This design comes from an exercise in tuning for small area on the open sky130 flow, not from production work. Function was checked by simulation only, so behaviour that the tests miss may differ from the original. Power is estimated from default activity; no workload was simulated.

--- design/flow/config.mk ---
export PLATFORM = sky130hd
export DESIGN_NAME = fault_fsm
export DESIGN_NICKNAME = fault_fsm
export VERILOG_FILES = /design/flow/design.v
export SDC_FILE = /design/flow/constraint.sdc
export NUM_CORES = 4
export LEC_CHECK = 0
export CAP_MARGIN = 20
export CORE_MARGIN = 2
export CORE_UTILIZATION = 40
export PLACE_DENSITY = 0.6
export SLEW_MARGIN = 20
--- design/flow/constraint.sdc ---
create_clock -name core_clock -period 10.0 [get_ports {clk}]
set_input_delay 2.0000 -clock core_clock [delete_from_list [all_inputs] [get_ports {clk}]]
set_output_delay 2.0000 -clock core_clock [all_outputs]
set_load 0.01 [all_outputs]
--- design/flow/design.v ---
module fault_fsm (
    input  logic        clk,
    input  logic        rst_n,
    input  logic [47:0] cell_voltage_packed,
    input  logic [11:0] current_raw,
    input  logic [11:0] temp_raw,
    input  logic        mask_voltage,
    input  logic        mask_current,
    input  logic        mask_temp,
    input  logic        manual_reset,
    output logic [1:0]  state_o,
    output logic        fault_latched_o,
    output logic [1:0]  active_fault_code_o,
    output logic [15:0] fault_count_o,
    output logic [15:0] warning_count_o,
    output logic [15:0] last_fault_cycle_o
);
    localparam logic [1:0] S_NORMAL   = 2'd0;
    localparam logic [1:0] S_WARNING  = 2'd1;
    localparam logic [1:0] S_FAULT    = 2'd2;
    localparam logic [1:0] S_SHUTDOWN = 2'd3;
    logic [3:0] cell_low;
    always_comb
        for (int k = 0; k < 4; k++)
            cell_low[k] = cell_voltage_packed[12*k +: 12] < 12'd330;
    wire curr_high = current_raw > 12'd150;
    wire temp_high = temp_raw > 12'd60;
    logic [3:0] cell_cnt [4];
    logic [3:0] curr_cnt, temp_cnt;
    logic       cell_any_q;    
    logic       any_cell_deb;  
    logic       curr_deb, temp_deb;
    function automatic logic [3:0] deb_next(input logic cond, input logic [3:0] c);
        deb_next = cond ? (c[3] ? c : c + 4'd1) : 4'd0;
    endfunction
    logic [1:0] state;
    logic [5:0] persist;
    logic [1:0] code_q;
    logic [15:0] fault_cnt, warn_cnt, last_fault, cycle_cnt;
    logic [1:0] cur_code;
    always_comb begin
        if (temp_deb && !mask_temp)         cur_code = 2'd3;
        else if (curr_deb && !mask_current) cur_code = 2'd2;
        else if (any_cell_deb && !mask_voltage) cur_code = 2'd1;
        else                                cur_code = 2'd0;
    end
    wire code_nz   = cur_code != 2'd0;
    wire persist_z = persist == 6'd0;
    wire persist_hi = persist[5] & persist[4] & persist[1];  
    wire in_n = state == S_NORMAL;
    wire in_w = state == S_WARNING;
    wire in_f = state == S_FAULT;
    wire in_s = state == S_SHUTDOWN;
    wire enter_f = in_w & code_nz & persist_hi;
    wire enter_s = in_f & ~manual_reset & (cur_code == 2'd3);
    wire enter_w = in_n & code_nz;
    wire enter_any = enter_f | enter_s;
    logic [1:0] state_nxt;
    always_comb begin
        state_nxt = state;
        case (state)
            S_NORMAL:   if (code_nz) state_nxt = S_WARNING;
            S_WARNING:  if (!code_nz && persist_z) state_nxt = S_NORMAL;
                        else if (code_nz && persist_hi) state_nxt = S_FAULT;
            S_FAULT:    if (manual_reset) state_nxt = S_NORMAL;
                        else if (cur_code == 2'd3) state_nxt = S_SHUTDOWN;
            S_SHUTDOWN: if (manual_reset) state_nxt = S_NORMAL;
        endcase
    end
    logic [5:0] persist_nxt;
    always_comb begin
        if (manual_reset || !in_w) persist_nxt = 6'd0;
        else if (code_nz)          persist_nxt = persist + 6'd1;
        else if (persist_z)        persist_nxt = 6'd0;
        else                       persist_nxt = persist - 6'd1;
    end
    always_ff @(posedge clk or negedge rst_n) begin
        if (!rst_n) begin
            for (int k = 0; k < 4; k++) cell_cnt[k] <= 4'd0;
            curr_cnt <= 4'd0;
            temp_cnt <= 4'd0;
            cell_any_q <= 1'b0;
            any_cell_deb <= 1'b0;
            curr_deb <= 1'b0;
            temp_deb <= 1'b0;
            state <= S_NORMAL;
            persist <= 6'd0;
            code_q <= 2'd0;
            fault_cnt <= 16'd0;
            warn_cnt <= 16'd0;
            last_fault <= 16'd0;
            cycle_cnt <= 16'd0;
        end else begin
            for (int k = 0; k < 4; k++) cell_cnt[k] <= deb_next(cell_low[k], cell_cnt[k]);
            curr_cnt <= deb_next(curr_high, curr_cnt);
            temp_cnt <= deb_next(temp_high, temp_cnt);
            cell_any_q <= cell_cnt[0][3] | cell_cnt[1][3] | cell_cnt[2][3] | cell_cnt[3][3];
            any_cell_deb <= cell_any_q;
            curr_deb <= curr_cnt[3];
            temp_deb <= temp_cnt[3];
            state <= state_nxt;
            persist <= persist_nxt;
            if (manual_reset)  code_q <= 2'd0;
            else if (enter_f)  code_q <= cur_code;
            else if (enter_s)  code_q <= 2'd3;
            cycle_cnt <= cycle_cnt + 16'd1;
            if (enter_any) begin
                fault_cnt  <= fault_cnt + 16'd1;
                last_fault <= cycle_cnt;
            end
            if (enter_w) warn_cnt <= warn_cnt + 16'd1;
        end
    end
    assign state_o             = state;
    assign fault_latched_o     = code_q != 2'd0;
    assign active_fault_code_o = code_q;
    assign fault_count_o       = fault_cnt;
    assign warning_count_o     = warn_cnt;
    assign last_fault_cycle_o  = last_fault;
endmodule
--- design/flow/flow/run.sh ---
#!/bin/bash
# Standard synthesis and layout, with small port buffers and a lighter clock tree.
set -euo pipefail
cd "$(dirname "$0")/.."
# one buffer on every input and output port, as the standard flow does, but the smallest one
export BUFFER_PORTS_ARGS="-buffer_cell sky130_fd_sc_hd__buf_1"
# clock tree from small clock buffers, without dummy balancing loads
export CTS_ARGS="-sink_clustering_enable -repair_clock_nets -buf_list {sky130_fd_sc_hd__clkbuf_8 sky130_fd_sc_hd__clkbuf_4} -dont_use_dummy_load"
bash standard.sh synth > synth.log 2>&1
bash standard.sh finish > layout.log 2>&1
--- design/flow/standard.sh ---
#!/bin/bash
# synth_recipe.tcl (not shown) runs the flow's synth.tcl, then flattens the netlist and writes it again
# the make line also repeats each setting of config.mk as NAME=value (left out here)
make -C /OpenROAD-flow-scripts/flow DESIGN_CONFIG=/design/flow/config.mk WORK_HOME=/design/flow/orfs CLKGATE_MAP_FILE= SYNTH_SCRIPT=/design/flow/synth_recipe.tcl "${@:-finish}"
==> metrics.md, run 1 <==
| Metric | Value |
|---|---|
| H-tree lvl count | `3` |
| Post-synth EDFFs | `0` |
| Layout Cells excl Fill | `692` |
| Synth Flop Type | `dfrtp_1` |
| Post-Syn Nets | `506` |
| Pwr dens | `156 nW/um^2` |
| HP Class | `register to register` |
| Final GP Congestion | `0.753` |
| Worst slew pin tran | `0.800 ns` |
| Setup crit end kind | `register` |
| Clock buffer depth | `2` |
| Yosys top cell by area | `dfrtp_1` |
| DR WL/cell | `13.7 um` |
| Max-Cap Viols | `0` |
| TritonRoute pass-1 iters | `5` |
| Post-detail-place hpwl | `6910 um` |
| Max Clock Skew | `0.0223 ns` |
| Fmax | `0.276 GHz` |
| Post-route ant nets | `0` |
| Routed vias/inst | `5.25` |
| Setup TNS | `0 ns` |
| Critical path type | `primary input to register` |
| Setup Viol. Count Final | `0` |
| Hold Path Stages | `0` |
| Most frequent cell after synthesis | `dfrtp_1` |
| Static Leak | `2.46 nW` |
| Clock slew at reported path FFs | `0.09 ns` |
| Vias | `3630` |
| Min-delay src | `cell_any_q` |
| Register-to-Register Path Depth | `5` |
| Crit path launch type | `primary input` |
| GRT Total Usage | `15.4%` |
| RR Endpoint | `last_fault[4]` |
| Top-area cell type share of the netlist area | `53.0%` |
| CTS Hold Bufs | `0` |
| Layout cells sized above 1 | `7.34%` |
| Number of global-route vias before repair | `3491` |
| Worst reg2reg path startpoint | `temp_deb` |
| Global route total overflow | `0` |
| Die width | `114 um` |
| Unrepaired setup endpoints after global routing | `no` |
| Post-CTS setup buffers | `0` |
| Placed Cells incl. Taps | `683` |
| Die Ht | `114 um` |
| Largest net degree at the start of global routing | `59` |
| Status | `finished clean` |
| CP cell instances | `buf_1 > nand2b_1 > a311oi_4 > buf_4 > nor2_4 > mux2_2` |
| Port Buffer Count | `126` |
| Critical-path maximum fanout | `18` |
| Wirelength, routed | `9450 um` |
| Yosys warning total | `2` |
| Slowest cell on crit path | `nor2_4` |
| Num CTS Buffers | `9` |
| CTS root buffer | `clkbuf_8` |
| Mapped Area | `4820 um^2` |
| Register area share after synthesis | `53.0%` |
| Resize count post-CTS | `0` |
| Register bit count reported by yosys | `102` |
| Minimum clock period | `3.62 ns` |
| Mapped Cells | `417` |
| Slew margin rel. | `46.3%` |
| ANT cells | `0` |
| Largest cells by area after synthesis | `dfrtp_1 (53%), xnor2_1 (6.7%), xor2_1 (3.6%), ha_1 (2.9%), mux2_4 (2.8%)` |
| Worst vdd ir | `0.0538 mV` |
| DRC | `0` |
| DRT iter0 DRCs | `194` |
| Initial antenna violation count | `0` |
| Synth cell types | `48` |
| Avg Inst Size Synth | `11.6 um^2` |
| Core region area | `11900 um^2` |
| P&R area growth vs syn | `15.9%` |
| Die ar. | `12900 um^2` |
| R2R Setup Slk | `7.77 ns` |
| Effective utilization at floorplan | `40.6%` |
| Max incr delay on CP | `0.56 ns` |
| Clock Sinks | `102` |
| Final net count | `636` |
| Final max-slew violation count | `0` |
| I/O pin cnt | `131` |
| WP data required | `10.24 ns` |
| TritonCTS clock tree | `done` |
| First-pass GRT wire length | `16100 um` |
| Clock latency on the worst-skew pair | `0.36 ns` |
| Worst EP arrival | `3.86 ns` |
| Synth top cells by count | `dfrtp_1 (102), xnor2_1 (37), nor3_1 (24)` |
| Row count | `40` |
| Fraction of registers with async set/reset | `100%` |
| Fin. Hold Viols | `0` |
| Final Cycle Share | `36.2%` |
| Worst hold path endpoint | `any_cell_deb` |
area by class of cell:
cell class,instances,area [um^2]
clock buffer,9,124
fill,1112,6280
inverter,13,48.8
multi-input combinational,291,2170
sequential,102,2550
tap,147,184
timing repair buffer,130,507
logic make-up after synthesis:
logic type	count (synthesis)	share of synthesized area, %
mux	25	6.39
simple gates	145	16.8
flops	102	53.0
buf+inv	24	2.10
compound gates	53	8.47
fa+ha+maj	11	2.86
xor+xnor	57	10.4
per-layer routing:
metal / track usage [%] / share of wire, % / vias up
met5: 0 / 0 / -
li1: - / - / 1762
met2: 24.8 / 46 / 104
met1: 20.5 / 47 / 1751
met4: 5.85 / 1.5 / 0
met3: 3.29 / 5.4 / 13
how the worst max path moves through the flow:
| stage | slack [ns] | endpoint | cells after the start | start |
|---|---|---|---|---|
| floorplan | 6.46 | last_fault[10] | 6 | mask_current |
| global placement | 5.67 | last_fault[1] | 6 | mask_temp |
| detailed placement | 6.02 | last_fault[1] | 6 | mask_temp |
| CTS | 6.41 | last_fault[4] | 6 | mask_temp |
| global route | 6.27 | last_fault[4] | 6 | mask_temp |
| finish | 6.38 | last_fault[4] | 6 | mask_temp |
state kept, by name, summed over array words and instances, names as in the netlist:
signal        cells
cell_cnt         16
cycle_cnt        16
fault_cnt        16
last_fault       16
warn_cnt         16
persist           6
curr_cnt          4
temp_cnt          4
code_q            2
state             2
any_cell_deb      1
cell_any_q        1
curr_deb          1
temp_deb          1
metrics by stage:
step | utilization, % | worst slack [ns] | hold WS [ns] | instance area, um^2 | total power [mW]
floorplan | - | 6.46 | 0.331 | 4820 | 0.615
global placement | 46.0 | 5.67 | 0.360 | 5460 | 0.668
detailed placement | 46.0 | 6.02 | 0.351 | 5460 | 0.674
CTS | 47.1 | 6.41 | 0.373 | 5580 | 0.883
global route | 47.1 | 6.27 | 0.390 | 5580 | 0.932
finish | 47.1 | 6.38 | 0.367 | 5580 | 0.869
cells in the final DEF (no fill, tap or decap), types with 7 or more instances in the layout:
cell type	n
xnor2_1	37
nand2_1	13
nor2b_1	11
and3_1	8
nand3_1	14
dfrtp_1	102
mux2_2	10
buf_1	125
nor2_1	21
xor2_1	20
nor4_1	11
ha_1	11
a31oi_1	8
clkbuf_8	9
mux2_4	9
nor3_1	24
o2111ai_1	11
inv_1	13
o21ai_0	7
nand4_1	13
critical path: cells and delay by family:
kind	cells	cell delay, ns
compound gates	1	0.14
buf+inv	2	0.30
mux	1	0.41
simple gates	2	0.98
report_power, final:
part | internal, mW | switching (mW)
Clock | 0.0810 | 0.123
Combinational | 0.0754 | 0.0893
Sequential | 0.451 | 0.0494
==> run 2, diff against run 1 <==
==> design/flow/run.sh (new file) <==
#!/bin/bash
# synth_recipe.tcl (not shown) runs the flow's synth.tcl, then flattens the netlist and writes it again
# the make line also repeats each setting of config.mk as NAME=value (left out here)
make -C /OpenROAD-flow-scripts/flow DESIGN_CONFIG=/design/flow/config.mk WORK_HOME=/design/flow/orfs CLKGATE_MAP_FILE= SYNTH_SCRIPT=/design/flow/synth_recipe.tcl finish
removed: design/flow/flow/run.sh
removed: design/flow/standard.sh
==> run 2 against run 1 <==
Hold slack lost 0.0044 ns. Count of clock-buffer cells in the layout grew 2. Sequential power is essentially flat. Largest power group unchanged. Non-clock buffer count is the same. Clock power grew 98%. Critical path depth is the same. Critical path type unchanged. Clock skew shrank 0.015 ns. Still clean on timing, DRC and antenna. Highest routed layer unchanged. Largest cell class unchanged. Maximum frequency shrank 12%. Sequential share of layout area shrank 7.0 points.
==> metrics.md, run 2 <==
| Metric | Value |
|---|---|
| Row count | `40 (unchanged)` |
| Largest net degree at the start of global routing | `85 (+44%)` |
| Avg Inst Size Synth | `11.6 um^2 (unchanged)` |
| I/O pin cnt | `131 (unchanged)` |
| H-tree lvl count | `3 (unchanged)` |
| WP data required | `10.22 ns (-0.02 ns)` |
| Die width | `114 um (unchanged)` |
| Max Clock Skew | `0.00692 ns (-0.0154 ns)` |
| CP cell instances | `clkdlybuf4s50_1 > nand2b_1 > a311oi_4 > nor2_2 > buf_4 > mux2_4` |
| Synth Flop Type | `dfrtp_1` |
| Pre-CTS setup slack | `5.54 ns (-0.483 ns)` |
| Register area share after synthesis | `53.0% (unchanged)` |
| Slew margin rel. | `40.1% (-6.2 points)` |
| Critical path type | `primary input to register` |
| Static Leak | `2.87 nW (+17%)` |
| Worst EP arrival | `4.32 ns (+0.46 ns)` |
| Max-Cap Viols | `0 (unchanged)` |
| DRC | `0 (unchanged)` |
| Clock slew at reported path FFs | `0.06 ns (-0.03 ns)` |
| Slowest cell on crit path | `a311oi_4` |
| Core region area | `11900 um^2 (unchanged)` |
| Post-synth EDFFs | `0 (unchanged)` |
| Status | `finished clean` |
| Clock latency on the worst-skew pair | `0.34 ns (-0.02 ns)` |
| Die Ht | `114 um (unchanged)` |
| Synth cell types | `48 (unchanged)` |
| Die ar. | `12900 um^2 (unchanged)` |
| Unrepaired setup endpoints after global routing | `no` |
| Commonest non-fill, non-tap cells in the layout | `clkdlybuf4s50_1 (125), dfrtp_1 (102), xnor2_1 (37)` |
| CTS Hold Bufs | `0 (unchanged)` |
| Fmax | `0.244 GHz (-12%)` |
| Resize count post-CTS | `0 (unchanged)` |
| Clock buffer depth | `2 (unchanged)` |
| Setup Viol. Count Final | `0 (unchanged)` |
| GRT Total Usage | `16.5% (+1.1 points)` |
| Port Buffer Count | `126 (unchanged)` |
| Post-detail-place hpwl | `7330 um (+6.1%)` |
| HP Class | `register to register` |
| Most common cell after layout, fill and taps aside | `clkdlybuf4s50_1` |
| Effective utilization at floorplan | `40.6% (unchanged)` |
| TritonCTS clock tree | `done` |
| Fraction of registers with async set/reset | `100% (unchanged)` |
| Most frequent cell after synthesis | `dfrtp_1` |
| Mapped Area | `4820 um^2 (unchanged)` |
| Yosys warning total | `2 (unchanged)` |
| DRT iter0 DRCs | `212 (+9.3%)` |
| Wirelength, routed | `10200 um (+7.8%)` |
| Mapped Cells | `417 (unchanged)` |
| ANT cells | `0 (unchanged)` |
| TritonRoute pass-1 iters | `4 (-1)` |
| Final GP Congestion | `0.778 (+3.2%)` |
| Routed vias/inst | `5.32 (+1.4%)` |
| P&R area growth vs syn | `36.8%` |
| Final worst slack | `5.90 ns (-0.479 ns)` |
| Setup crit end kind | `register` |
| Crit-path leading delay family | `compound AO/OA/AOI/OAI gates` |
| Top-area cell type share of the netlist area | `53.0% (unchanged)` |
| Largest cells by area after synthesis | `dfrtp_1 (53%), xnor2_1 (6.7%), xor2_1 (3.6%), ha_1 (2.9%), mux2_4 (2.8%)` |
| Register bit count reported by yosys | `102 (unchanged)` |
| Final Cycle Share | `41.0% (+4.8 points)` |
| Yosys top cell by area | `dfrtp_1` |
| Fin. Hold Viols | `0 (unchanged)` |
| Initial antenna violation count | `0 (unchanged)` |
| Minimum clock period | `4.10 ns (+0.479 ns)` |
| Max incr delay on CP | `0.85 ns (+0.29 ns)` |
| DR WL/cell | `14.6 um (+6.7%)` |
| Crit path launch type | `primary input` |
| Post-Syn Nets | `506 (unchanged)` |
| Final net count | `636 (unchanged)` |
| Worst vdd ir | `0.0841 mV (+56%)` |
| First-pass GRT wire length | `17300 um (+7.5%)` |
| CTS root buffer | `clkbuf_16` |
| Final max-slew violation count | `0 (unchanged)` |
| WP buf/inv | `2 (unchanged)` |
| Setup TNS | `0 ns (unchanged)` |
| Pwr dens | `168 nW/um^2 (+7.8%)` |
| Num CTS Buffers | `9 (unchanged)` |
| Synth top cells by count | `dfrtp_1 (102), xnor2_1 (37), nor3_1 (24)` |
| Clock Sinks | `102 (unchanged)` |
| Number of global-route vias before repair | `3638 (+4.2%)` |
| Vias | `3718 (+2.4%)` |
| Worst slew pin tran | `0.892 ns (+0.0924 ns)` |
| Post-CTS setup buffers | `0 (unchanged)` |
| Post-route ant nets | `0 (unchanged)` |
| Critical-path maximum fanout | `18 (unchanged)` |
| Global route total overflow | `0 (unchanged)` |
| Layout cells sized above 1 | `8.33% (+0.99 points)` |
-- run 2: layout make-up --
class	count	area [um^2]
Fill cell	1047	5270
Sequential cell	102	2550
Multi-Input combinational cell	291	2160
Timing Repair Buffer	130	1290
Clock buffer	11	243
Tap cell	147	184
Clock inverter	5	106
Inverter	13	48.8
-- run 2: worst paths after layout --
check	start	endpoint	slack (ns)	cells past startpoint
max	mask_temp	last_fault[9]	5.90	6
min	cell_any_q	any_cell_deb	0.36	0
max reg2reg	state[0]	last_fault[9]	7.68	5
min reg2reg	cell_any_q	any_cell_deb	0.36	0
max in group asynchronous	rst_n	persist[3]	7.43	2
min in group asynchronous	rst_n	fault_cnt[15]	1.53	1
-- run 2: metrics by stage --
stage                     instances  utilization (%)  power (mW)  instance area, um^2  hold WS, ns
final                           699             55.6        1.11                 6590        0.362
after global routing            699             55.6        1.16                 6590        0.369
after CTS                       699             55.5        1.12                 6590        0.362
after detailed placement        683             52.6       0.710                 6240        0.347
after global placement          683             52.6       0.701                 6240        0.340
after floorplan                 417                -       0.615                 4820        0.331
-- run 2: logic make-up (layout without fill, tap and decap cells) --
logic type,after synthesis,count (layout),share of synthesized area (%)
XOR/XNOR,57,57,10.4
AND/OR/NAND/NOR,145,145,16.8
flip-flops,102,102,53.0
AO/OA/AOI/OAI,53,53,8.47
adder cells (fa/ha/maj),11,11,2.86
multiplexers,25,25,6.39
buffers and inverters,24,159,2.10
-- run 2: metal layers --
| metal | track usage (%) | up-vias | wire length [um] |
|---|---|---|---|
| li1 | - | 1788 | - |
| met1 | 22.8 | 1815 | 4800 |
| met2 | 26.1 | 106 | 4660 |
| met3 | 3.93 | 9 | 622 |
| met4 | 4.55 | 0 | 99 |
| met5 | 0 | - | 0 |
-- run 2: where the power goes --
| group | total [mW] | switching (mW) | internal (mW) |
|---|---|---|---|
| clock network | 0.404 | 0.152 | 0.252 |
| logic | 0.200 | 0.0922 | 0.108 |
| registers | 0.501 | 0.0499 | 0.451 |
| total | 1.11 | 0.294 | 0.811 |

-- what the ideal ports hide --
The results above use ideal ports. As a check the final layouts listed here were re-extracted and re-timed, cells and wires unchanged. Step 1 (the two cells are an assumption about what drives the block):
set clk [get_ports {clk}]
set_driving_cell -lib_cell sky130_fd_sc_hd__clkbuf_16 $clk
set_driving_cell -lib_cell sky130_fd_sc_hd__buf_2 [delete_from_list [all_inputs] $clk]
Step 2 times the ports against the registers' clock, not the clock port: input delays grow and output delays shrink by t, the midpoint of the rising clock arrivals with the driver on. a / b / c = ideal / step 1 / step 2; a / b = the first two.
run	t (ns)	setup WS [ns]	slew at the worst register clock pin (ns)	worst data-port slew with drivers (ns)
run 1	0.383	6.380 / 6.383 / 6.000	0.09 / 0.09	0.03
run 2	0.373	5.902 / 5.913 / 5.540	0.07 / 0.07	0.04
After both steps setup and hold are still met in every run listed. For run 1, which loses most, drivers alone change the setup slack by +0.003 ns; drivers and shift together by -0.380 ns.
